Context: an optimization exercise on an open-source flow, tuned for small area, a short achievable clock period and few clock cycles per item. The choices shown serve that exercise and are no tape-out recipe. Function was checked by simulation only, so behaviour that the tests miss may differ from the original. No activity file was given, so power comes from the tool's default toggle rates.

### flow/config.mk
export PLATFORM = sky130hd
export DESIGN_NAME = decoder_3nrm_mld_final_v3
export DESIGN_NICKNAME = decoder_3nrm_mld_final_v3
export VERILOG_FILES = /design/flow/design.v
export SDC_FILE = /design/flow/constraint.sdc
export NUM_CORES = 4
export LEC_CHECK = 0
export ABC_CLOCK_PERIOD_IN_PS = 20000
export CAP_MARGIN = 20
export CORE_MARGIN = 2
export CORE_UTILIZATION = 40
export SLEW_MARGIN = 20
### flow/design.v
module decoder_3nrm_mld_final_v3 (input wire clk, input wire rst_n, input wire start, input wire [63:0] residues_in,
  output reg [15:0] data_out, output reg valid, output reg uncorrectable);
  reg [5:0] r0;
  reg [5:0] r1;
  reg [6:0] r2;
  reg [4:0] r3;
  reg [4:0] r4;
  reg [4:0] r5;
  reg [4:0] r6;
  reg [4:0] r7;
  reg [3:0] r8;
  always @(posedge clk) begin
    r0 <= residues_in[63:58];
    r1 <= residues_in[57:52];
    r2 <= residues_in[51:45];
    r3 <= residues_in[44:40];
    r4 <= residues_in[39:35];
    r5 <= residues_in[34:30];
    r6 <= residues_in[29:25];
    r7 <= residues_in[24:20];
    r8 <= residues_in[19:16];
  end
  reg busy; reg [4:0] f; reg bf; reg [4:0] bl; reg bbig;
  reg [3:0] pid; reg [1:0] usel; reg [6:0] Q; reg [4:0] lex; reg [4:0] exitpos;
  always @* begin case(f)
    5'd0: begin pid=0; usel=2; Q=44; lex=4; exitpos=10; end
    5'd1: begin pid=1; usel=1; Q=50; lex=2; exitpos=9; end
    5'd2: begin pid=2; usel=2; Q=22; lex=10; exitpos=13; end
    5'd3: begin pid=3; usel=2; Q=33; lex=0; exitpos=9; end
    5'd4: begin pid=4; usel=2; Q=59; lex=16; exitpos=16; end
    5'd5: begin pid=4; usel=0; Q=43; lex=7; exitpos=11; end
    5'd6: begin pid=0; usel=1; Q=61; lex=1; exitpos=9; end
    5'd7: begin pid=1; usel=2; Q=56; lex=5; exitpos=10; end
    5'd8: begin pid=4; usel=1; Q=26; lex=13; exitpos=14; end
    5'd9: begin pid=5; usel=2; Q=28; lex=11; exitpos=13; end
    5'd10: begin pid=6; usel=1; Q=11; lex=3; exitpos=10; end
    5'd11: begin pid=6; usel=2; Q=48; lex=6; exitpos=11; end
    5'd12: begin pid=7; usel=0; Q=57; lex=8; exitpos=12; end
    5'd13: begin pid=8; usel=0; Q=19; lex=9; exitpos=13; end
    5'd14: begin pid=9; usel=2; Q=24; lex=12; exitpos=14; end
    5'd15: begin pid=7; usel=1; Q=41; lex=14; exitpos=15; end
    5'd16: begin pid=8; usel=1; Q=46; lex=15; exitpos=16; end
    5'd17: begin pid=7; usel=2; Q=32; lex=17; exitpos=17; end
    5'd18: begin pid=8; usel=2; Q=23; lex=18; exitpos=18; end
    5'd19: begin pid=8; usel=3; Q=2; lex=19; exitpos=19; end
    default: begin pid=0; usel=0; Q=1; lex=0; exitpos=0; end
  endcase end
  wire [6:0] y0 = ((({3'd0,r3} + 10'd93) - ({3'd0,r0} % 10'd31)) * 14'd16) % 14'd31;
  wire [12:0] x2_0 = r0 + 13'd64 * y0;
  wire [12:0] P_0 = 13'd1984;
  wire [6:0] y1 = ((({3'd0,r4} + 10'd87) - ({3'd0,r0} % 10'd29)) * 14'd5) % 14'd29;
  wire [12:0] x2_1 = r0 + 13'd64 * y1;
  wire [12:0] P_1 = 13'd1856;
  wire [6:0] y2 = ((({3'd0,r3} + 10'd93) - ({3'd0,r1} % 10'd31)) * 14'd1) % 14'd31;
  wire [12:0] x2_2 = r1 + 13'd63 * y2;
  wire [12:0] P_2 = 13'd1953;
  wire [6:0] y3 = ((({3'd0,r1} + 10'd189) - ({3'd0,r0} % 10'd63)) * 14'd1) % 14'd63;
  wire [12:0] x2_3 = r0 + 13'd64 * y3;
  wire [12:0] P_3 = 13'd4032;
  wire [6:0] y4 = ((({3'd0,r4} + 10'd87) - ({3'd0,r3} % 10'd29)) * 14'd15) % 14'd29;
  wire [12:0] x2_4 = r3 + 13'd31 * y4;
  wire [12:0] P_4 = 13'd899;
  wire [6:0] y5 = ((({3'd0,r4} + 10'd87) - ({3'd0,r1} % 10'd29)) * 14'd6) % 14'd29;
  wire [12:0] x2_5 = r1 + 13'd63 * y5;
  wire [12:0] P_5 = 13'd1827;
  wire [6:0] y6 = ((({3'd0,r5} + 10'd69) - ({3'd0,r0} % 10'd23)) * 14'd9) % 14'd23;
  wire [12:0] x2_6 = r0 + 13'd64 * y6;
  wire [12:0] P_6 = 13'd1472;
  wire [6:0] y7 = ((({3'd0,r5} + 10'd69) - ({3'd0,r3} % 10'd23)) * 14'd3) % 14'd23;
  wire [12:0] x2_7 = r3 + 13'd31 * y7;
  wire [12:0] P_7 = 13'd713;
  wire [6:0] y8 = ((({3'd0,r5} + 10'd69) - ({3'd0,r4} % 10'd23)) * 14'd4) % 14'd23;
  wire [12:0] x2_8 = r4 + 13'd29 * y8;
  wire [12:0] P_8 = 13'd667;
  wire [6:0] y9 = ((({3'd0,r5} + 10'd69) - ({3'd0,r1} % 10'd23)) * 14'd19) % 14'd23;
  wire [12:0] x2_9 = r1 + 13'd63 * y9;
  wire [12:0] P_9 = 13'd1449;
  reg [12:0] X2; reg [12:0] P;
  always @* begin case(pid)
    4'd0: begin X2 = x2_0; P = P_0; end
    4'd1: begin X2 = x2_1; P = P_1; end
    4'd2: begin X2 = x2_2; P = P_2; end
    4'd3: begin X2 = x2_3; P = P_3; end
    4'd4: begin X2 = x2_4; P = P_4; end
    4'd5: begin X2 = x2_5; P = P_5; end
    4'd6: begin X2 = x2_6; P = P_6; end
    4'd7: begin X2 = x2_7; P = P_7; end
    4'd8: begin X2 = x2_8; P = P_8; end
    4'd9: begin X2 = x2_9; P = P_9; end
    default: begin X2 = 0; P = 0; end endcase end
  reg [6:0] ru; reg [7:0] mu;
  always @* case(usel) 2'd0: begin ru=r0; mu=64; end 2'd1: begin ru=r1; mu=63; end 2'd2: begin ru=r2; mu=65; end default: begin ru=r3; mu=31; end endcase
  reg [6:0] x2m;
  always @* case(usel) 2'd0: x2m = X2 % 64; 2'd1: x2m = X2 % 63; 2'd2: x2m = X2 % 65; default: x2m = X2 % 31; endcase
  reg [6:0] tdm;
  always @* case(usel) 2'd0: tdm = (r0 + 8'd64 - x2m) % 64; 2'd1: tdm = (r1 + 8'd63 - x2m) % 63; 2'd2: tdm = (r2 + 8'd65 - x2m) % 65; default: tdm = (r3 + 8'd31 - x2m) % 31; endcase
  wire [13:0] tq = tdm * Q;
  reg [6:0] a3;
  always @* case(usel) 2'd0: a3 = tq % 64; 2'd1: a3 = tq % 63; 2'd2: a3 = tq % 65; default: a3 = tq % 31; endcase
  wire [17:0] X = X2 + P * a3;
  wire [8:0] mt;
  assign mt[0] = (X % 18'd64) == r0;
  assign mt[1] = (X % 18'd63) == r1;
  assign mt[2] = (X % 18'd65) == r2;
  assign mt[3] = (X % 18'd31) == r3;
  assign mt[4] = (X % 18'd29) == r4;
  assign mt[5] = (X % 18'd23) == r5;
  assign mt[6] = (X % 18'd19) == r6;
  assign mt[7] = (X % 18'd17) == r7;
  assign mt[8] = (X % 18'd11) == r8;
  wire [3:0] nm = mt[0]+mt[1]+mt[2]+mt[3]+mt[4]+mt[5]+mt[6]+mt[7]+mt[8];
  wire dle2 = nm >= 4'd7; wire d3 = nm == 4'd6;
  wire big = X[17] | X[16];
  wire upd = d3 && (!bf || lex < bl);
  wire nbf = bf | upd; wire [4:0] nbl = upd ? lex : bl;
  reg [4:0] nexit;
  always @* begin case(nbl)
    5'd0: nexit = 9;
    5'd1: nexit = 9;
    5'd2: nexit = 9;
    5'd3: nexit = 10;
    5'd4: nexit = 10;
    5'd5: nexit = 10;
    5'd6: nexit = 11;
    5'd7: nexit = 11;
    5'd8: nexit = 12;
    5'd9: nexit = 13;
    5'd10: nexit = 13;
    5'd11: nexit = 13;
    5'd12: nexit = 14;
    5'd13: nexit = 14;
    5'd14: nexit = 15;
    5'd15: nexit = 16;
    5'd16: nexit = 16;
    5'd17: nexit = 17;
    5'd18: nexit = 18;
    5'd19: nexit = 19;
    default: nexit = 0; endcase end
  wire fin = dle2 || (nbf && f >= nexit) || (f == 5'd19);
  always @(posedge clk or negedge rst_n) begin
    if (!rst_n) begin busy <= 0; valid <= 0; end
    else begin
      valid <= busy & fin;
      if (busy) busy <= !fin; else busy <= start;
    end
  end
  always @(posedge clk) begin
    if (!busy) begin f <= 0; bf <= 0; end
    else begin f <= f + 1; bf <= nbf; bl <= nbl; 
      if (dle2 | upd) begin data_out <= X[15:0]; bbig <= big; end
      if (dle2) uncorrectable <= big; else if (fin) uncorrectable <= upd ? big : (bf ? bbig : 1'b1);
    end
  end
endmodule
### flow/run.sh
#!/bin/bash
# synth_recipe.tcl (not shown) runs the flow's synth.tcl, then flattens the netlist and writes it again
# the make line also repeats each setting of config.mk as NAME=value (left out here)
make -C /OpenROAD-flow-scripts/flow DESIGN_CONFIG=/design/flow/config.mk WORK_HOME=/design/flow/orfs CLKGATE_MAP_FILE= SYNTH_SCRIPT=/design/flow/synth_recipe.tcl finish
### flow/constraint.sdc
create_clock -name core_clock -period 110.0 [get_ports {clk}]
set_input_delay 22.0000 -clock core_clock [delete_from_list [all_inputs] [get_ports {clk}]]
set_output_delay 22.0000 -clock core_clock [all_outputs]
set_load 0.01 [all_outputs]
==> run summary <==
## kinds of logic after synthesis
group | count (synthesis) | share of synthesized area [%]
XOR/XNOR | 901 | 10.68
multiplexers | 293 | 4.209
AO/OA/AOI/OAI | 3549 | 33.13
buffers and inverters | 1178 | 6.133
flip-flops | 96 | 2.876
AND/OR/NAND/NOR | 3690 | 24.17
other | 2 | 0.009990
adder cells (fa/ha/maj) | 1000 | 18.79
## repair_timing
action                                  in CTS  in global routing
pin swaps                                   26                348
resized for setup                          125                781
endpoints found under the setup margin      27                 27
setup buffers                               28                171
cloned                                       0                  3
## placed cells by master, fill, tap and decap left out, types with 55 or more instances in the layout
master                            count
sky130_fd_sc_hd__buf_4             1867
sky130_fd_sc_hd__ha_1               672
sky130_fd_sc_hd__o21ai_0            494
sky130_fd_sc_hd__and3_1             103
sky130_fd_sc_hd__clkdlybuf4s50_1     68
sky130_fd_sc_hd__mux2_2              90
sky130_fd_sc_hd__nor2b_1            110
sky130_fd_sc_hd__a211o_1             55
sky130_fd_sc_hd__a21oi_1            662
sky130_fd_sc_hd__a21o_1             212
sky130_fd_sc_hd__nand2b_1           130
sky130_fd_sc_hd__nand4_1             74
sky130_fd_sc_hd__o21bai_1           120
sky130_fd_sc_hd__xnor2_1            538
sky130_fd_sc_hd__o21ai_1            143
sky130_fd_sc_hd__inv_1              788
sky130_fd_sc_hd__nor3_1             321
sky130_fd_sc_hd__o22ai_1             88
sky130_fd_sc_hd__fa_1               228
sky130_fd_sc_hd__and2_1             140
sky130_fd_sc_hd__o21a_1             120
sky130_fd_sc_hd__or2_2               98
sky130_fd_sc_hd__xor2_1             251
sky130_fd_sc_hd__a21oi_2            139
sky130_fd_sc_hd__a211oi_1           114
sky130_fd_sc_hd__nand3_1            306
sky130_fd_sc_hd__a31oi_1            146
sky130_fd_sc_hd__dfxtp_1             63
sky130_fd_sc_hd__o31ai_1             84
sky130_fd_sc_hd__mux2i_1            154
sky130_fd_sc_hd__nor2_1             968
sky130_fd_sc_hd__nand2_1            860
sky130_fd_sc_hd__or3_1               97
sky130_fd_sc_hd__xnor2_2             81
sky130_fd_sc_hd__o211ai_1            99
## layout make-up
type | instances | share of cell area (%)
multi-input cells | 9457 | 75.37
repair buffers | 1959 | 15.54
inverters | 829 | 3.241
well taps | 2495 | 3.235
flip-flops and latches | 96 | 2.261
clock buffers | 9 | 0.2334
clock inverters | 7 | 0.1037
diodes | 3 | 0.007779
## power by group through the flow
stage | logic (mW) | registers (mW) | clock network [mW]
global placement | 1340 | 0.564 | 0
floorplan | 861 | 0.632 | 0
## layer usage
metal	GRT usage (%)	up-vias	wire length, um
met5	0	-	46
met4	9.833	6	10640
met3	2.322	527	12310
met2	45.80	2509	128400
met1	31.90	41760	112800
li1	-	42790	-
## registers in the layout (all words and copies together), names as in the netlist
signal	cells
bf	1
bbig	1
r6	5
uncorrectable	1
bl	5
r1	6
usel	2
Q	6
r8	4
r7	5
lex	5
data_out	16
r4	5
valid	1
f	5
r2	7
pid	4
busy	1
r5	5
r0	6
r3	5
## worst max path at each step
| stage | startpoint | endpoint | slack [ps] | cells after the start |
|---|---|---|---|---|
| 3_3_place_gp | r1[2] | busy | -940 | 548 |
| 2_1_floorplan | r1[2] | uncorrectable | 40 | 563 |
==> metrics.json <==
{
  "worst-r2r-cell-count": {"value": 575},
  "run_status": {"value": "finished clean"},
  "tritoncts_num_sinks": {"value": 96},
  "core": {"value": 0.1872, "unit": "mm^2"},
  "worst_slew_pin_slew": {"value": 1140, "unit": "ps"},
  "syn_area": {"value": 0.07518, "unit": "mm^2"},
  "critical_path_class": {"value": "reg2reg"},
  "final_core_util": {"value": 51.55, "unit": "%"},
  "hpwl": {"value": 210.9, "unit": "mm"},
  "peakVddDrop": {"value": 11.55, "unit": "mV"},
  "clkLatencyLatePin": {"value": 470, "unit": "ps"},
  "layout.filler_cells": {"value": 17990},
  "route.vias.total": {"value": 87590},
  "worstHoldPathType": {"value": "reg2reg"},
  "cts_made_buffers": {"value": 9},
  "timing.clock.skew": {"value": 38.26, "unit": "ps"},
  "period_minus_slack": {"value": 105360, "unit": "ps"},
  "grt_first_pass_wirelength": {"value": 418.7, "unit": "mm"},
  "netlist.area_leader.share": {"value": 11.78, "unit": "%"},
  "power.share.combinational": {"value": 100.0, "unit": "%"},
  "timing.fmax": {"value": 0.009491, "unit": "GHz"},
  "yosys_warnings": {"value": 1},
  "grt_util_all_layers": {"value": 25.75, "unit": "%"},
  "worst_r2r_endpoint": {"value": "uncorrectable"},
  "die_footprint": {"value": 0.1914, "unit": "mm^2"},
  "total_net_switching_power": {"value": 787.1, "unit": "mW"},
  "global_route.overflow_total": {"value": 0},
  "placedCellCount": {"value": 14630},
  "first_pass_iters": {"value": 6},
  "static_power_due_to_leakage": {"value": 42.68, "unit": "nW"},
  "worst-endpoint-arrival": {"value": 105570, "unit": "ps"},
  "crit_buf_inv": {"value": 84},
  "die_height": {"value": 437.5, "unit": "um"},
  "synth.area.top_cells": {"value": "sky130_fd_sc_hd__ha_1, sky130_fd_sc_hd__xnor2_1, sky130_fd_sc_hd__fa_1"},
  "slew_viol_final": {"value": 0},
  "htree_num_levels": {"value": 3},
  "finalPower": {"value": 1492, "unit": "mW"},
  "crit_path_frequent_cell": {"value": "sky130_fd_sc_hd__a21oi_2"},
  "critPathCaptureType": {"value": "flip-flop"},
  "path_depth": {"value": 575},
  "internal_power": {"value": 704.9, "unit": "mW"},
  "synth_most_common_cell": {"value": "sky130_fd_sc_hd__nor2_1"},
  "num_rows": {"value": 159},
  "placement_stage_cell_area": {"value": 0.09051, "unit": "mm^2"},
  "synth.top_cells.by_count": {"value": "sky130_fd_sc_hd__nor2_1, sky130_fd_sc_hd__nand2_1, sky130_fd_sc_hd__inv_1"},
  "postSynth.asyncResetShare": {"value": 2.083, "unit": "%"},
  "place_congestion": {"value": 0.9737},
  "synth-edff-count": {"value": 23},
  "power_in_the_clock_group": {"value": 0.0424, "unit": "mW"},
  "grt_antenna_before_repair": {"value": 4},
  "setup_viol_count_final": {"value": 0},
  "timing.hold.worst_endpoint": {"value": "uncorrectable"},
  "max_slew_margin": {"value": 23.39, "unit": "%"},
  "nets": {"value": 13360},
  "final_min_period_over_clock_period": {"value": 95.78, "unit": "%"},
  "cts.hold.buffers_added": {"value": 0},
  "final_setup_tns": {"value": 0, "unit": "ps"},
  "cpMaxStageDelayCell": {"value": "sky130_fd_sc_hd__fa_1"},
  "pin_count_of_the_biggest_net_entering_global_routing": {"value": 55},
  "floorplan.initialDensity": {"value": 40.16, "unit": "%"},
  "synth_cell_type_count": {"value": 167},
  "drt.antenna.violating_nets": {"value": 0},
  "r2r_start": {"value": "r1[2]"},
  "drt_iter0_drc": {"value": 6340},
  "area_delta_synth_final": {"value": 28.37, "unit": "%"},
  "worst_hold_slack": {"value": 601.3, "unit": "ps"},
  "synth_sequential_area_ratio": {"value": 2.876, "unit": "%"},
  "final.setup.worst_slack": {"value": 4639, "unit": "ps"},
  "finalNonFillerCells": {"value": 14860},
  "die-width": {"value": 437.5, "unit": "um"},
  "drive_above_1_share": {"value": 24.96, "unit": "%"},
  "cp.required": {"value": 110210, "unit": "ps"},
  "synth_ff_type": {"value": "sky130_fd_sc_hd__dfxtp_1"},
  "reg_area": {"value": 0.002182, "unit": "mm^2"},
  "power_top_consumer": {"value": "combinational logic"},
  "pg_seq": {"value": 0.544, "unit": "mW"},
  "maxCapViolCount": {"value": 0},
  "pin_count": {"value": 85},
  "synth_top_cell_by_area": {"value": "sky130_fd_sc_hd__ha_1"},
  "critical_path.startpoint": {"value": "r1[2]"},
  "path_max_fanout": {"value": 8},
  "comb-power": {"value": 1490, "unit": "mW"},
  "clock-root-buffer": {"value": "sky130_fd_sc_hd__clkbuf_16"},
  "avgSynthCellArea": {"value": 7.020, "unit": "um^2"},
  "netlist_instances": {"value": 10710},
  "crit_path_max_incr_delay": {"value": 620, "unit": "ps"},
  "clkSlewWorstSetupHoldPaths": {"value": 130, "unit": "ps"},
  "grt_pass1_vias": {"value": 83900},
  "power.share.switching": {"value": 52.75, "unit": "%"},
  "finalHoldViolCount": {"value": 0},
  "multi_input_area": {"value": 0.07274, "unit": "mm^2"},
  "routed_wire_length_per_instance": {"value": 17.78, "unit": "um"},
  "clockBufferDepth": {"value": 2},
  "drcViolationCount": {"value": 0},
  "critical_path.startpoint_type": {"value": "flip-flop"},
  "viasPerCell": {"value": 5.896},
  "power.sequential.fraction": {"value": 0, "unit": "%"},
  "yosys_register_bits": {"value": 96},
  "power_density": {"value": 15460, "unit": "mW/mm^2"},
  "post-place-ws": {"value": -2762, "unit": "ps"},
  "place.port_buffers": {"value": 68},
  "timing.hold.worst_path_depth": {"value": 2},
  "reg2reg_slack": {"value": 4640, "unit": "ps"},
  "critPathCapture": {"value": "uncorrectable"},
  "totalWireLength": {"value": 264.2, "unit": "mm"},
  "worstHoldStart": {"value": "bbig"},
  "critPathTopFamily": {"value": "compound AO/OA/AOI/OAI gates"},
  "cts_tree": {"value": "built"},
  "clkPwrFrac": {"value": 0, "unit": "%"},
  "design_area": {"value": 0.09651, "unit": "mm^2"}
}
Testbench counts, summed over its fixed seeds: cycles 2,979, items 480.

-- static timing again, ports no longer ideal --
The results above use ideal ports. As a check the final layout listed here was re-extracted and re-timed, cells and wires unchanged.
Step 1 (the two cells are an assumption about what drives the block):
set clk [get_ports {clk}]
set_driving_cell -lib_cell sky130_fd_sc_hd__clkbuf_16 $clk
set_driving_cell -lib_cell sky130_fd_sc_hd__buf_2 [delete_from_list [all_inputs] $clk]
Step 2 also shifts input and output timing later by t, the mid clock arrival at the registers, as if the neighbouring blocks saw the same clock.
Slacks: ideal ports / drivers / drivers and shift; pairs: ideal ports / drivers.
t, ns: 0.531
setup WS [ns]: 4.639 / 4.639 / 4.639
worst setup path at the end: register to register
slew at the worst register clock pin (ns): 0.13 / 0.13
worst data-port slew with drivers (ns): 0.10
After both steps this run still meets setup and hold. The setup slack of this run moves by 0.000 ns with the drivers and by 0.000 ns with both steps.
